This is an optimization exercise on Yosys and OpenROAD, whose aim is small area, a short achievable clock period and few clock cycles, not a production implementation. At most, simulation tests tie the RTL to the original design; equivalence was not proved. The RTL of run 1 was laid out without a check of its function. Power figures rest on the tool's default switching activity, not on a simulated workload.

--- flow/design.v ---
module reg_file (
    input             clk,
    input             we,
    input      [4:0]  wa,
    input      [31:0] wd,
    input      [31:1] s1, s2,      
    output reg [31:0] rd1, rd2,
    output     [31:0] x1           
);
wire [32*32-1:0] q;
assign q[31:0] = 32'b0;
genvar g;
generate
    for (g = 1; g < 32; g = g + 1) begin : r
        reg [31:0] x;
        always @(posedge clk)
            if (we && wa == g) x <= wd;
        assign q[g*32 +: 32] = x;
    end
endgenerate
assign x1 = q[63:32];
integer i;
always @(*) begin
    rd1 = 32'b0;
    rd2 = 32'b0;
    for (i = 1; i < 32; i = i + 1) begin
        rd1 = rd1 | (q[i*32 +: 32] & {32{s1[i]}});
        rd2 = rd2 | (q[i*32 +: 32] & {32{s2[i]}});
    end
end
endmodule
module riscv_cpu (
    input         clk, reset,
    output [31:0] PC,
    input  [31:0] Instr,
    output        MemWrite,
    output [31:0] Mem_WrAddr, Mem_WrData,
    input  [31:0] ReadData
);
reg  [31:0] pc_q;                     
reg  [31:0] ir;                       
reg         ir_v;
reg  [31:0] e_a, e_b, e_x;            
reg  [4:0]  e_rd;
reg  [1:0]  e_sz;                     
reg         e_wr, e_ld, e_st, e_jalr, e_jp;
reg         k_eq, k_ne, k_lt, k_ge, k_ltu, k_geu;    
reg         e_sub, e_sra, e_shl;
reg         r_sum, r_sh, r_slt, r_sltu, r_xor, r_or, r_and, r_link;
reg  [31:0] m_res, m_wd;
reg  [4:0]  m_rd;
reg  [2:0]  m_f3;
reg         m_wr, m_ld, m_mw;
assign PC         = pc_q;
assign Mem_WrAddr = m_res;
assign Mem_WrData = m_wd;
assign MemWrite   = m_mw;
wire [31:0] ldv = m_f3[1] ? ReadData :
                  m_f3[0] ? {{16{~m_f3[2] & ReadData[15]}}, ReadData[15:0]} :
                            {{24{~m_f3[2] & ReadData[7]}},  ReadData[7:0]};
wire [31:0] wb  = m_ld ? ldv : m_res;
wire [4:0] op  = ir[6:2];
wire [2:0] f3  = ir[14:12];
wire [4:0] rd  = ir[11:7];
wire [4:0] rs1 = ir[19:15];
wire [4:0] rs2 = ir[24:20];
wire d_jal  = op[4] & op[1];                     
wire d_jalr = op[4] & ~op[1] & op[0];            
wire d_br   = op[4] & ~op[0];                    
wire d_u    = ~op[4] & op[0];                    
wire d_lui  = d_u & op[3];
wire d_alu  = ~op[4] & ~op[0] & op[2];           
wire d_r    = d_alu & op[3];
wire d_ld   = ~op[4] & ~op[0] & ~op[2] & ~op[3];
wire d_st   = ~op[4] & ~op[0] & ~op[2] & op[3];
wire d_link = d_jal | d_jalr;
wire d_wr   = ~(d_br | d_st) & (rd != 5'd0);
wire use1   = ~(d_jal | d_u);
wire use2   = d_r | d_br | d_st;
wire [31:0] immI = {{20{ir[31]}}, ir[31:20]};
wire [31:0] immS = {{20{ir[31]}}, ir[31:25], ir[11:7]};
wire [31:0] immU = {ir[31:12], 12'b0};
wire [31:0] imm  = d_u ? immU : d_st ? immS : immI;
wire [31:0] immB = {{20{ir[31]}}, ir[7], ir[30:25], ir[11:8], 1'b0};
wire [31:0] immJ = {{12{ir[31]}}, ir[19:12], ir[20], ir[30:21], 1'b0};
wire [31:0] pc_d   = pc_q - 32'd4;                
wire [31:0] immT   = op[1] ? immJ : immB;
wire [31:0] t_s    = {~(pc_q[31:2] ^ immT[31:2]), pc_q[1:0] ^ immT[1:0]};
wire [31:0] t_c    = {pc_q[30:2] | immT[30:2], pc_q[1:0] & immT[1:0], 1'b0};
wire [31:0] target = t_s + t_c;
wire [31:0] pcp4   = pc_q + 32'd4;
wire [31:0] ex_res;
wire e_hit1 = e_wr & (e_rd == rs1);
wire e_hit2 = e_wr & (e_rd == rs2);
wire m_hit1 = m_wr & (m_rd == rs1);
wire m_hit2 = m_wr & (m_rd == rs2);
wire [31:0] dec1 = 32'b1 << rs1;
wire [31:0] dec2 = 32'b1 << rs2;
wire rf_a = ~d_u & ~e_hit1 & ~m_hit1;            
wire rf_b = ~e_hit2 & ~m_hit2;
wire [31:0] rf1, rf2, ra;
reg_file rf (
    .clk(clk), .we(m_wr), .wa(m_rd), .wd(wb),
    .s1(dec1[31:1] & {31{rf_a}}), .s2(dec2[31:1] & {31{rf_b}}),
    .rd1(rf1), .rd2(rf2), .x1(ra)
);
wire ex_a = ~d_u & e_hit1;
wire wb_a = ~d_u & ~e_hit1 & m_hit1;
wire pc_a = d_u & ~d_lui;
wire [31:0] a_in = rf1 | (ex_res & {32{ex_a}}) | (wb & {32{wb_a}}) | (pc_d & {32{pc_a}});
wire [31:0] v2   = rf2 | (ex_res & {32{e_hit2}}) | (wb & {32{~e_hit2 & m_hit2}});
wire stall = ir_v & e_ld & ((e_hit1 & use1) | (e_hit2 & use2));
wire p      = ir[31];                             
wire pred_j = ir_v & (d_jal | (d_br & p));
wire pred_r = ir_v & d_jalr & (rs1 == 5'd1);
wire [31:0] bx = e_b ^ {32{e_sub}};
wire [32:0] sum33 = {1'b0, e_a} + {1'b0, bx} + {32'b0, e_sub};
wire [31:0] sum = sum33[31:0];
wire lt_u = ~sum33[32];
wire lt_s = lt_u ^ e_a[31] ^ e_b[31];
wire eq   = (e_a == e_b);
wire br_miss = (eq & k_eq) | (~eq & k_ne) | (lt_s & k_lt) | (~lt_s & k_ge) |
               (lt_u & k_ltu) | (~lt_u & k_geu);
wire [31:0] kin  = e_a ^ e_b ^ pc_q;                                
wire [31:0] kout = (e_a & e_b) | ((e_a | e_b) & kin);               
wire jalr_ok   = ~kin[0] & ~|(kin[31:1] ^ kout[30:0]);
wire jalr_miss = e_jalr & ~(e_jp & jalr_ok);
wire redirect  = br_miss | jalr_miss;
wire [31:0] redirect_pc = e_jalr ? sum : e_x;
reg  [31:0] a_rev, s_rev;
wire [31:0] sh_in = e_shl ? a_rev : e_a;
wire [32:0] sh_x  = {e_sra & e_a[31], sh_in};
wire [32:0] sh_o  = $signed(sh_x) >>> e_b[4:0];
integer k;
always @(*) begin
    for (k = 0; k < 32; k = k + 1) begin
        a_rev[k] = e_a[31-k];
        s_rev[k] = sh_o[31-k];
    end
end
wire [31:0] shres = e_shl ? s_rev : sh_o[31:0];
assign ex_res = (sum   & {32{r_sum}}) |
                (shres & {32{r_sh}})  |
                {31'b0, (lt_s & r_slt) | (lt_u & r_sltu)} |
                ((e_a ^ e_b) & {32{r_xor}}) |
                ((e_a | e_b) & {32{r_or}})  |
                ((e_a & e_b) & {32{r_and}}) |
                (e_x   & {32{r_link}});
wire [31:0] pc_next = redirect ? redirect_pc :
                      stall    ? pc_q :
                      pred_j   ? target :
                      pred_r   ? ra : pcp4;
wire go = ir_v & ~redirect & ~stall;
wire gb = go & d_br;
wire b_eq  = f3 == 3'b000, b_ne  = f3 == 3'b001;
wire b_lt  = f3 == 3'b100, b_ge  = f3 == 3'b101;
wire b_ltu = f3 == 3'b110, b_geu = f3 == 3'b111;
always @(posedge clk or posedge reset) begin
    if (reset) begin
        pc_q   <= 32'b0;
        ir_v   <= 1'b0;
        e_wr   <= 1'b0;
        e_ld   <= 1'b0;
        e_st   <= 1'b0;
        e_jalr <= 1'b0;
        k_eq   <= 1'b0;
        k_ne   <= 1'b0;
        k_lt   <= 1'b0;
        k_ge   <= 1'b0;
        k_ltu  <= 1'b0;
        k_geu  <= 1'b0;
        m_wr   <= 1'b0;
        m_mw   <= 1'b0;
    end else begin
        pc_q   <= pc_next;
        ir_v   <= stall | ~(redirect | pred_j | pred_r);
        e_wr   <= go & d_wr;
        e_ld   <= go & d_ld;
        e_st   <= go & d_st;
        e_jalr <= go & d_jalr;
        k_eq   <= gb & ((b_eq & ~p) | (b_ne & p));
        k_ne   <= gb & ((b_ne & ~p) | (b_eq & p));
        k_lt   <= gb & ((b_lt & ~p) | (b_ge & p));
        k_ge   <= gb & ((b_ge & ~p) | (b_lt & p));
        k_ltu  <= gb & ((b_ltu & ~p) | (b_geu & p));
        k_geu  <= gb & ((b_geu & ~p) | (b_ltu & p));
        m_wr   <= e_wr;
        m_mw   <= e_st;
    end
end
always @(posedge clk) begin
    if (!stall) ir <= Instr;
    e_a    <= a_in;
    e_b    <= (d_r | d_br) ? v2 : imm;
    e_x    <= d_link ? pc_q : d_br ? (p ? pc_q : target) : v2;
    e_rd   <= rd;
    e_sz   <= f3[1:0];
    e_jp   <= pred_r;
    e_sub  <= d_br | (d_r & ir[30] & (f3 == 3'b000)) | (d_alu & (f3[2:1] == 2'b01));
    e_sra  <= ir[30];
    e_shl  <= ~f3[2];
    r_sum  <= ~d_alu & ~d_link | d_alu & (f3 == 3'b000);
    r_sh   <= d_alu & (f3[1:0] == 2'b01);
    r_slt  <= d_alu & (f3 == 3'b010);
    r_sltu <= d_alu & (f3 == 3'b011);
    r_xor  <= d_alu & (f3 == 3'b100);
    r_or   <= d_alu & (f3 == 3'b110);
    r_and  <= d_alu & (f3 == 3'b111);
    r_link <= d_link;
    m_res  <= ex_res;
    m_wd   <= {e_x[31:16] & {16{e_sz[1]}}, e_x[15:8] & {8{e_sz[1] | e_sz[0]}}, e_x[7:0]};
    m_rd   <= e_rd;
    m_f3   <= {~e_shl, e_sz};
    m_ld   <= e_ld;
end
endmodule
--- flow/flow/run.sh ---
#!/bin/bash
set -euo pipefail
bash standard.sh SETUP_SLACK_MARGIN=8.5 finish > flow.log 2>&1
--- flow/standard.sh ---
#!/bin/bash
# synth_recipe.tcl (not shown) runs the flow's synth.tcl, then flattens the netlist and writes it again
# the make line also repeats each setting of config.mk as NAME=value (left out here)
make -C /OpenROAD-flow-scripts/flow DESIGN_CONFIG=/design/flow/config.mk WORK_HOME=/design/flow/orfs CLKGATE_MAP_FILE= SYNTH_SCRIPT=/design/flow/synth_recipe.tcl "${@:-finish}"
--- flow/config.mk ---
export PLATFORM = sky130hd
export DESIGN_NAME = riscv_cpu
export DESIGN_NICKNAME = riscv_cpu
export VERILOG_FILES = /design/flow/design.v
export SDC_FILE = /design/flow/constraint.sdc
export NUM_CORES = 8
export LEC_CHECK = 0
export CAP_MARGIN = 20
export CORE_MARGIN = 2
export CORE_UTILIZATION = 40
export SETUP_SLACK_MARGIN = 0.5
export SLEW_MARGIN = 20
--- flow/constraint.sdc ---
create_clock -name core_clock -period 12.0 [get_ports {clk}]
set_input_delay 2.4000 -clock core_clock [delete_from_list [all_inputs] [get_ports {clk}]]
set_output_delay 2.4000 -clock core_clock [all_outputs]
set_load 0.01 [all_outputs]
==> results of run 1 <==
==> worst paths after layout <==
kind,startpoint,end
max,ir[20],e_b[30]
min,e_sz[0],m_f3[0]
max reg2reg,ir[20],e_b[30]
min reg2reg,e_sz[0],m_f3[0]
max in group asynchronous,reset,pc_q[31]
min in group asynchronous,reset,e_wr
==> worst reg2reg max path, cell delays in order (launching register included) <==
cell and delay (ns):
edfxtp_1 0.42, buf_12 0.16, xor2_2 0.18, nor4_2 0.35
buf_4 0.18, and3_4 0.35, buf_8 0.20, buf_16 0.13
nor4_4 0.06, buf_12 0.24, a22oi_1 0.24, nand4_1 0.21
nor4_4 0.75, nand3_2 0.23, a221o_1 0.36
==> sequential cells by signal, summed over array words and instances (netlist names), 2 cells and up <==
| signal | flops |
|---|---|
| e_a | 32 |
| e_b | 32 |
| m_res | 32 |
| m_rd | 5 |
| e_rd | 5 |
| rf.r.x | 992 |
| m_wd | 32 |
| m_f3 | 3 |
| e_x | 32 |
| ir | 30 |
| pc_q | 32 |
| e_sz | 2 |
==> repair_timing <==
| action | CTS | global route |
|---|---|---|
| pin swaps | 229 | 244 |
| cloned | 43 | 20 |
| setup buffers | 411 | 162 |
| endpoints found under the setup margin | 1063 | 388 |
| gates resized for setup | 1340 | 417 |
==> power by group through the flow <==
| stage | Combinational [mW] | Sequential [mW] | Clock, mW |
|---|---|---|---|
| 5_1_grt | 8.13 | 5.92 | 4.68 |
| 6_report | 8.09 | 5.93 | 4.55 |
| 3_3_place_gp | 5.24 | 6.05 | 0 |
| 4_1_cts | 7.00 | 5.89 | 4.51 |
| 3_5_place_dp | 5.26 | 6.05 | 0 |
| 2_1_floorplan | 2.71 | 5.83 | 0 |
==> layout by cell type (no fill, tap or decap), types with 110 or more instances in the layout <==
master        n
buf_12      127
a22oi_1     559
buf_6       218
a221oi_1    120
dfxtp_1     129
a21oi_1     121
nand2_1     244
nand4_1     173
edfxtp_1   1022
nor2_1      153
buf_4       537
a22o_1      175
clkbuf_16   167
inv_1       176
ha_1        120
mux2i_1     110
==> synthesized netlist by cell type (all sizes together), types with 9 or more instances <==
| master | number |
|---|---|
| nor2 | 232 |
| clkbuf | 271 |
| or2 | 10 |
| or4 | 11 |
| o21a | 13 |
| inv | 211 |
| a22oi | 591 |
| o21bai | 9 |
| and2 | 28 |
| o31ai | 11 |
| a21oi | 158 |
| nand2b | 15 |
| dfrtp | 45 |
| a22o | 175 |
| o211ai | 52 |
| mux4 | 41 |
| mux2 | 44 |
| a2111oi | 10 |
| buf | 95 |
| a221o | 44 |
| nand2 | 262 |
| a211oi | 33 |
| a222oi | 38 |
| nor3 | 79 |
| dfxtp | 188 |
| ha | 156 |
| nand3 | 112 |
| nor4 | 76 |
| a221oi | 195 |
| xnor2 | 99 |
| o2bb2ai | 11 |
| or3 | 9 |
| nand4 | 173 |
| a21o | 44 |
| o21ai | 166 |
| fa | 33 |
| a31oi | 24 |
| mux2i | 122 |
| a211o | 9 |
| and3 | 31 |
| xor2 | 95 |
| o221ai | 21 |
| o22ai | 27 |
| edfxtp | 1022 |
| nor2b | 20 |
==> final cells by class <==
cell class              instances  area [um^2]
diodes                         43          108
clock buffers                 179         3880
clock inverters                81          866
fillers                     12900        70300
inverters                     216          971
multi-input cells            3382        30200
flip-flops and latches       1255        35700
well taps                    2058         2570
repair buffers               1050        11700
repair inverters               10         71.3
==> logic make-up after synthesis <==
group / after synthesis
xor gates and xnor gates: 194
DFF: 1255
and+or+nand+nor: 1086
adders and majority gates: 189
buffers and inverters: 582
muxes: 207
AOI/OAI and AO/OA: 1697
==> per-stage QoR <==
stage	cell area [um^2]	hold slack, ns	utilization	worst slack (ns)
2_1_floorplan	63800	0.331	-	7.73
3_3_place_gp	69300	0.332	0.443	6.00
3_5_place_dp	69300	0.336	0.443	6.05
4_1_cts	82200	0.348	0.525	7.96
5_1_grt	86000	0.356	0.550	7.85
6_report	86100	0.344	0.551	7.82
==> per-layer routing <==
| layer | wire, um | track usage | up-vias | part of all wire |
|---|---|---|---|---|
| li1 | - | - | 22700 | - |
| met3 | 72600 | 0.269 | 2809 | 0.18 |
| met4 | 51600 | 0.431 | 64 | 0.13 |
| met2 | 156000 | 0.645 | 7857 | 0.38 |
| met5 | 2330 | 0.0404 | - | 0.0057 |
| met1 | 127000 | 0.525 | 31100 | 0.31 |
==> qor.yml, run 1 <==
status:
  status: "timing/DRC/antenna clean"
critical_path:
  cp.required_ns: 12.67
  rr_worst_depth: 14
  cp_num_cells: 14
  path_max_fanout: 16
  cp_slowest_stage_delay_ns: 0.74
  path_cells: "buf_12 -> xor2_2 -> nor4_2 -> buf_4 -> and3_4 -> buf_8 -> buf_16 -> nor4_4 -> buf_12 -> a22oi_1 -> nand4_1 -> nor4_4 -> nand3_2 -> a221o_1"
  rrSetupSlack_ns: 7.82
  cp_top_family: "simple AND/OR/NAND/NOR gates"
  worstPathArrival_ns: 4.86
  critPathLaunchType: "register"
  cpMaxStageDelayCell: "nor4_4"
  end_kind: "register"
  path_buf_inv: 5
  critPathKind: "register to register"
grt:
  overflow: 0
  grt_max_degree: 61
  grt_pass1_wl_um: 517000
  grt_pass1_vias: 57400
  grtUsageTotal: 0.477
  antenna_found_initial: 31
floorplanning:
  initial_core_util: 0.404
  dieHeight_um: 401
  die_area_um2: 161000
  io_pins: 163
  dieWidth_um: 401
  rows: 145
  core_area_um2: 156000
timing:
  rsz0062_at_grt: "yes"
  finClkSkew_ns: 0.0488
  slew_headroom: 0.116
  final-max-slew-violation-count: 0
  fin_crit_sh: 0.349
  finalSetupTns_ns: 0
  setup_viol: 0
  clock.fmax_mhz: 239
  hold_violations: 0
  worst_pin_slew_ns: 1.32
  min_period_ns: 4.18
final_layout:
  stdcell_count: 8274
  area_delta_synth_final_pct: 36.4
  drive_above_1_share: 0.336
  finalNetCount: 6313
route:
  detail-route-antenna-nets: 0
  drt_iter0_drc: 15100
  wire_per_inst_um: 49.5
  drc: 0
  dr.pass1.iters: 17
  via_per_inst: 7.80
  wl_um: 409000
  routed-via-count: 64500
synthesis:
  syn_avg_cell_area_um2: 12.1
  synthTopCellsByArea: "edfxtp_1 (49%), a22oi_1 (7.0%), dfxtp_1 (6.0%)"
  synth_edf_count: 1022
  synth_nets: 5465
  yosysTopAreaCell: "edfxtp_1"
  synthMuxAreaShare: 0.0421
  syn-cell-area_um2: 63100
  ys_warn_count: 2
  ys_seq_elements: 1255
  syn-instance-count: 5210
  ys_types: 101
  async_flop_share: 0.0359
  synthXorXnorAreaFrac: 0.0269
  synth-seq-area-share: 0.564
  synth_top_family_by_area: "compound AO/OA/AOI/OAI gates"
  synth_fa_ha_area_frac: 0.0414
  synth_top_area_share: 0.486
  synthSimpleGateAreaFrac: 0.0871
  ys.flop_type: "edfxtp_1"
  synth_compound_area_frac: 0.202
power:
  vdd_drop_max_mv: 0.169
  p_int_mw: 11.2
  power.density_nw_per_um2: 216
  p_leak_nw: 30.6
  comb_power_share: 0.436
  seqPwrFrac: 0.319
  total_power_mw: 18.6
  clkPwrFrac: 0.245
  p_sw_mw: 7.38
  swShare: 0.397
cts:
  clk_latency_ns: 0.83
  cts_buffers: 143
  cts-root-buf: "clkbuf_16"
  clk_pin_slew_ns: 0.06
  clock_sinks: 1255
  h-tree-depth: 4
  cts_tree: "built"
  clk_path_buf_depth: 3
  ctsHoldBuffers: 0
flow_run:
  max_cap_violations: 0
placement:
  numPlacedInstances: 7334
  io_buffers: 160
  dpl.hpwl_um: 237000
  gp_congestion: 1.06
min_path:
  min_delay_path_depth: 0
  min_path_type: "register to register"
==> run 2, diff against run 1 <==
--- a/flow/design.v
+++ b/flow/design.v
@@ -38,12 +38,12 @@
     input  [31:0] ReadData
 );
 reg  [31:0] pc_q;                     
-reg  [31:0] ir;                       
-reg         ir_v;
+reg  [31:0] ir, d_pc;                 
+reg         ir_v, d_fp, d_fx;         
 reg  [31:0] e_a, e_b, e_x;            
 reg  [4:0]  e_rd;
 reg  [1:0]  e_sz;                     
-reg         e_wr, e_ld, e_st, e_jalr, e_jp;
+reg         e_wr, e_ld, e_st, e_jalr;
 reg         k_eq, k_ne, k_lt, k_ge, k_ltu, k_geu;    
 reg         e_sub, e_sra, e_shl;
 reg         r_sum, r_sh, r_slt, r_sltu, r_xor, r_or, r_and, r_link;
@@ -59,6 +59,17 @@
                   m_f3[0] ? {{16{~m_f3[2] & ReadData[15]}}, ReadData[15:0]} :
                             {{24{~m_f3[2] & ReadData[7]}},  ReadData[7:0]};
 wire [31:0] wb  = m_ld ? ldv : m_res;
+wire        f_jal  = Instr[6] & Instr[3];
+wire        f_br   = Instr[6] & ~Instr[2];
+wire        f_jalr = Instr[6] & ~Instr[3] & Instr[2] & (Instr[19:15] == 5'd1);
+wire        f_pj   = f_jal | (f_br & Instr[31]);
+wire [11:0] f_off  = Instr[3] ? {Instr[20], Instr[30:21], 1'b0}
+                              : {Instr[7], Instr[30:25], Instr[11:8], 1'b0};
+wire        f_hi0  = Instr[3] ? (Instr[19:12] == {8{Instr[31]}}) : 1'b1;
+wire [12:0] f_lo   = {1'b0, pc_q[11:0]} + {1'b0, f_off};
+wire        f_short = f_hi0 & (f_lo[12] == Instr[31]);
+wire [31:0] f_tgt  = {pc_q[31:12], f_lo[11:0]};
+wire [31:0] pcp4   = pc_q + 32'd4;
 wire [4:0] op  = ir[6:2];
 wire [2:0] f3  = ir[14:12];
 wire [4:0] rd  = ir[11:7];
@@ -83,12 +94,8 @@
 wire [31:0] imm  = d_u ? immU : d_st ? immS : immI;
 wire [31:0] immB = {{20{ir[31]}}, ir[7], ir[30:25], ir[11:8], 1'b0};
 wire [31:0] immJ = {{12{ir[31]}}, ir[19:12], ir[20], ir[30:21], 1'b0};
-wire [31:0] pc_d   = pc_q - 32'd4;                
-wire [31:0] immT   = op[1] ? immJ : immB;
-wire [31:0] t_s    = {~(pc_q[31:2] ^ immT[31:2]), pc_q[1:0] ^ immT[1:0]};
-wire [31:0] t_c    = {pc_q[30:2] | immT[30:2], pc_q[1:0] & immT[1:0], 1'b0};
-wire [31:0] target = t_s + t_c;
-wire [31:0] pcp4   = pc_q + 32'd4;
+wire [31:0] d_tgt  = d_pc + (op[1] ? immJ : immB);
+wire [31:0] d_pcp4 = d_pc + 32'd4;
 wire [31:0] ex_res;
 wire e_hit1 = e_wr & (e_rd == rs1);
 wire e_hit2 = e_wr & (e_rd == rs2);
@@ -107,12 +114,11 @@
 wire ex_a = ~d_u & e_hit1;
 wire wb_a = ~d_u & ~e_hit1 & m_hit1;
 wire pc_a = d_u & ~d_lui;
-wire [31:0] a_in = rf1 | (ex_res & {32{ex_a}}) | (wb & {32{wb_a}}) | (pc_d & {32{pc_a}});
+wire [31:0] a_in = rf1 | (ex_res & {32{ex_a}}) | (wb & {32{wb_a}}) | (d_pc & {32{pc_a}});
 wire [31:0] v2   = rf2 | (ex_res & {32{e_hit2}}) | (wb & {32{~e_hit2 & m_hit2}});
 wire stall = ir_v & e_ld & ((e_hit1 & use1) | (e_hit2 & use2));
-wire p      = ir[31];                             
-wire pred_j = ir_v & (d_jal | (d_br & p));
-wire pred_r = ir_v & d_jalr & (rs1 == 5'd1);
+wire p       = ir[31];                            
+wire d_redir = ir_v & d_fp & ~d_fx;
 wire [31:0] bx = e_b ^ {32{e_sub}};
 wire [32:0] sum33 = {1'b0, e_a} + {1'b0, bx} + {32'b0, e_sub};
 wire [31:0] sum = sum33[31:0];
@@ -121,10 +127,10 @@
 wire eq   = (e_a == e_b);
 wire br_miss = (eq & k_eq) | (~eq & k_ne) | (lt_s & k_lt) | (~lt_s & k_ge) |
                (lt_u & k_ltu) | (~lt_u & k_geu);
-wire [31:0] kin  = e_a ^ e_b ^ pc_q;                                
+wire [31:0] kin  = e_a ^ e_b ^ d_pc;                                
 wire [31:0] kout = (e_a & e_b) | ((e_a | e_b) & kin);               
 wire jalr_ok   = ~kin[0] & ~|(kin[31:1] ^ kout[30:0]);
-wire jalr_miss = e_jalr & ~(e_jp & jalr_ok);
+wire jalr_miss = e_jalr & ~jalr_ok;
 wire redirect  = br_miss | jalr_miss;
 wire [31:0] redirect_pc = e_jalr ? sum : e_x;
 reg  [31:0] a_rev, s_rev;
@@ -148,8 +154,9 @@
                 (e_x   & {32{r_link}});
 wire [31:0] pc_next = redirect ? redirect_pc :
                       stall    ? pc_q :
-                      pred_j   ? target :
-                      pred_r   ? ra : pcp4;
+                      d_redir  ? d_tgt :
+                      f_pj     ? f_tgt :
+                      f_jalr   ? ra : pcp4;
 wire go = ir_v & ~redirect & ~stall;
 wire gb = go & d_br;
 wire b_eq  = f3 == 3'b000, b_ne  = f3 == 3'b001;
@@ -173,7 +180,7 @@
         m_mw   <= 1'b0;
     end else begin
         pc_q   <= pc_next;
-        ir_v   <= stall | ~(redirect | pred_j | pred_r);
+        ir_v   <= stall | ~(redirect | d_redir);
         e_wr   <= go & d_wr;
         e_ld   <= go & d_ld;
         e_st   <= go & d_st;
@@ -189,13 +196,17 @@
     end
 end
 always @(posedge clk) begin
-    if (!stall) ir <= Instr;
+    if (!stall) begin
+        ir   <= Instr;
+        d_pc <= pc_q;
+        d_fp <= f_pj;
+        d_fx <= f_short;
+    end
     e_a    <= a_in;
     e_b    <= (d_r | d_br) ? v2 : imm;
-    e_x    <= d_link ? pc_q : d_br ? (p ? pc_q : target) : v2;
+    e_x    <= d_link ? d_pcp4 : d_br ? (p ? d_pcp4 : d_tgt) : v2;
     e_rd   <= rd;
     e_sz   <= f3[1:0];
-    e_jp   <= pred_r;
     e_sub  <= d_br | (d_r & ir[30] & (f3 == 3'b000)) | (d_alu & (f3[2:1] == 2'b01));
     e_sra  <= ir[30];
     e_shl  <= ~f3[2];
==> flow/flow/run.sh (replaced) <==
#!/bin/bash
# The standard layout (standard.sh), with timing repair aimed at a setup
# margin of 7.9 ns; the SDC and its clock period are unchanged.
# make's full output goes to flow.log in this folder.
set -euo pipefail
bash standard.sh SETUP_SLACK_MARGIN=7.9 finish > flow.log 2>&1
--- a/flow/config.mk
+++ b/flow/config.mk
@@ -7,6 +7,6 @@
 export LEC_CHECK = 0
 export CAP_MARGIN = 20
 export CORE_MARGIN = 2
-export CORE_UTILIZATION = 40
-export SETUP_SLACK_MARGIN = 0.5
+export CORE_UTILIZATION = 35
+export SETUP_SLACK_MARGIN = 5
 export SLEW_MARGIN = 20
==> run 2 against run 1 <==
  * Still clean
  * Area after synthesis increased by 4.2%
  * Die area increased by 19%
  * Via count increased by 1.6%
  * Synthesized cell count increased by 5.4%
  * Total power decreased by 7.2%
  * Critical path type unchanged
==> qor.yml, run 2 <==
cts:
  ctsHoldBuffers: 0
  clock_sinks: 1288
  clk_latency_ns: 0.85
  cts_buffers: 142
  clk_pin_slew_ns: 0.06
  clk_path_buf_depth: 3
  cts_tree: "built"
  cts-root-buf: "clkbuf_16"
  h-tree-depth: 4
power:
  total_power_mw: 17.2
  clkPwrFrac: 0.268
  p_leak_nw: 28.4
  vdd_drop_max_mv: 0.172
  seqPwrFrac: 0.372
  p_sw_mw: 6.90
  power.density_nw_per_um2: 212
  comb_power_share: 0.361
  p_int_mw: 10.3
  swShare: 0.400
critical_path:
  worstPathArrival_ns: 5.05
  rr_worst_depth: 15
  path_max_fanout: 21
  end_kind: "register"
  critPathKind: "register to register"
  reg2reg_from: "ir[20]"
  critPathLaunchType: "register"
  r2r_end: "e_x[0]"
  cp.required_ns: 12.71
  rrSetupSlack_ns: 7.66
synthesis:
  syn_avg_cell_area_um2: 12.0
  synth_nets: 5729
  ys.flop_type: "edfxtp_1"
  synth_top_area_share: 0.482
  yosysTopAreaCell: "edfxtp_1"
  synth-seq-area-share: 0.556
  syn-cell-area_um2: 65800
  synthXorXnorAreaFrac: 0.0257
  synth_top_cells_by_count: "edfxtp_1 (1056), a22oi_1 (496), nand2_1 (381)"
  synthMuxAreaShare: 0.0454
  synthSimpleGateAreaFrac: 0.105
  syn-instance-count: 5491
  ys_seq_elements: 1288
  ys_types: 99
  synth_fa_ha_area_frac: 0.0366
  synth_compound_area_frac: 0.197
  synth_most_common_cell: "edfxtp_1"
  synth_edf_count: 1056
  synth_top_family_by_area: "compound AO/OA/AOI/OAI gates"
  synthTopCellsByArea: "edfxtp_1 (48%), dfxtp_1 (5.7%), a22oi_1 (5.7%)"
  async_flop_share: 0.0349
  ys_warn_count: 2
floorplanning:
  io_pins: 163
  dieWidth_um: 437
  dieHeight_um: 437
  rows: 159
  core_area_um2: 187000
  initial_core_util: 0.351
  die_area_um2: 191000
placement:
  dpl.hpwl_um: 249000
  io_buffers: 160
  place_area_um2: 72100
  gp_congestion: 1.07
route:
  detail-route-antenna-nets: 0
  wire_per_inst_um: 47.3
  dr.pass1.iters: 17
  wl_um: 407000
  routed-via-count: 65500
  via_per_inst: 7.63
  drc: 0
  drt_iter0_drc: 16500
grt:
  overflow: 0
  antenna_found_initial: 55
  grt_max_degree: 71
  grt_pass1_wl_um: 525000
  grtUsageTotal: 0.404
  grt_pass1_vias: 58500
min_path:
  min_delay_path_depth: 0
  min_path_type: "register to register"
  min_from: "e_st"
  worstHoldEndpoint: "m_mw"
final_layout:
  largest_reg_flops: 992
  drive_above_1_share: 0.212
  fin_area_um2: 81400
  final_common_cell: "edfxtp_1"
  largest_register: "rf.r.x"
  area_delta_synth_final_pct: 23.8
  final_cell_mix: "edfxtp_1 (1056), a22oi_1 (491), buf_4 (409)"
  finalNetCount: 6170
timing:
  slew_headroom: 0.0690
  finClkSkew_ns: 0.0755
  final-max-slew-violation-count: 0
  rsz0062_at_grt: "yes"
  hold_violations: 0
  finalSetupTns_ns: 0
  worst_pin_slew_ns: 1.39
  clock.fmax_mhz: 231
  setup_viol: 0
  fin_crit_sh: 0.361
  min_period_ns: 4.34
flow_run:
  max_cap_violations: 0
status:
  status: "timing/DRC/antenna clean"
-- run 2: stage by stage --
step	std cells	util	setup slack, ns	hold WS (ns)
floorplan	5491	-	7.38	0.331
finish	8594	0.435	7.66	0.349
detailed placement	8017	0.385	5.95	0.337
global route	8554	0.434	7.78	0.382
CTS	8418	0.423	7.79	0.350
global placement	8016	0.385	5.90	0.332
-- run 2: timing repair --
action,CTS,global route
buffers inserted,115,118
pin swaps,74,72
gates resized for setup,347,216
cloned,26,7
setup endpoints to repair,227,127
-- run 2: worst max-delay path by stage --
stage | from | endpoint | slack [ns] | cells after the start
after floorplan | Instr[3] | pc_q[11] | 7.38 | 14
after global placement | ir[24] | e_b[23] | 5.90 | 13
after detailed placement | ir[24] | e_x[0] | 5.95 | 13
after CTS | ir[23] | e_x[0] | 7.79 | 12
after global routing | ReadData[1] | e_a[1] | 7.78 | 7
final | ir[20] | e_x[0] | 7.66 | 15
-- run 2: routing by layer --
metal,vias up,track usage,routed length (um)
met5,-,0.0610,1700
met4,47,0.348,47800
met3,2754,0.249,75100
met2,7957,0.542,156000
met1,31600,0.438,126000
li1,23200,-,-
-- run 2: cell type report --
class,instances,area [um^2]
clock buffers,179,3830
flip-flops and latches,1288,36700
well taps,2495,3120
fillers,17100,106000
multi-input cells,3674,29800
repair buffers,663,6240
clock inverters,81,945
diodes,51,128
inverters,163,631
-- run 2: power by group through the flow --
stage / logic [mW] / registers, mW / clock network, mW
after floorplan: 2.72 / 6.16 / 0
after global placement: 4.98 / 6.58 / 0
after detailed placement: 5.02 / 6.57 / 0
after CTS: 5.52 / 6.42 / 4.56
after global routing: 6.27 / 6.39 / 4.75
final: 6.22 / 6.41 / 4.62
-- run 2: critical path, cell delays in order, from the launching register on --
cell and delay (ns):
edfxtp_1 0.51, buf_12 0.23, xnor2_1 0.18, and2_1 0.39
and2_4 0.38, buf_4 0.17, buf_6 0.11, buf_12 0.15
buf_12 0.12, nor3_2 0.04, buf_4 0.31, a22oi_1 0.22
nand4_1 0.21, nor4_4 0.73, o21ai_2 0.13, mux2_2 0.29
-- run 2: logic make-up after synthesis --
kind of cell               after synthesis
muxes                                  219
AOI/OAI and AO/OA                     1712
xor gates and xnor gates               193
and+or+nand+nor                       1358
adders and majority gates              172
buffers and inverters                  549
DFF                                   1288
Testbench counts of run 2, summed over its fixed seeds: cycles 811,556.

## static timing again, ports no longer ideal
How much do the figures lean on ideal ports? The routed layouts below were timed once more, with nothing changed but the port constraints.
Step 1 sets driving cells, clkbuf_16 on the clock port and buf_2 on the other inputs (assumed; they add their load-dependent delay and slew).
Step 2, shift: input delay + t, output delay - t, t = (earliest + latest rising clock arrival at the registers) / 2. This alone moves slack from input paths to output paths.
a / b / c = ideal / step 1 / step 2; a / b = the first two.
run | t, ns | setup slack, ns | clock arrival spread, ns
run 1 | 0.891 | 7.816 / 7.816 / 6.967 | 0.049 / 0.049
run 2 | 0.897 | 7.664 / 7.664 / 6.878 | 0.076 / 0.076
After both steps setup and hold are still met in every run listed. The setup slack of run 1, which loses most, moves by 0.000 ns with the drivers and by -0.849 ns with both steps.
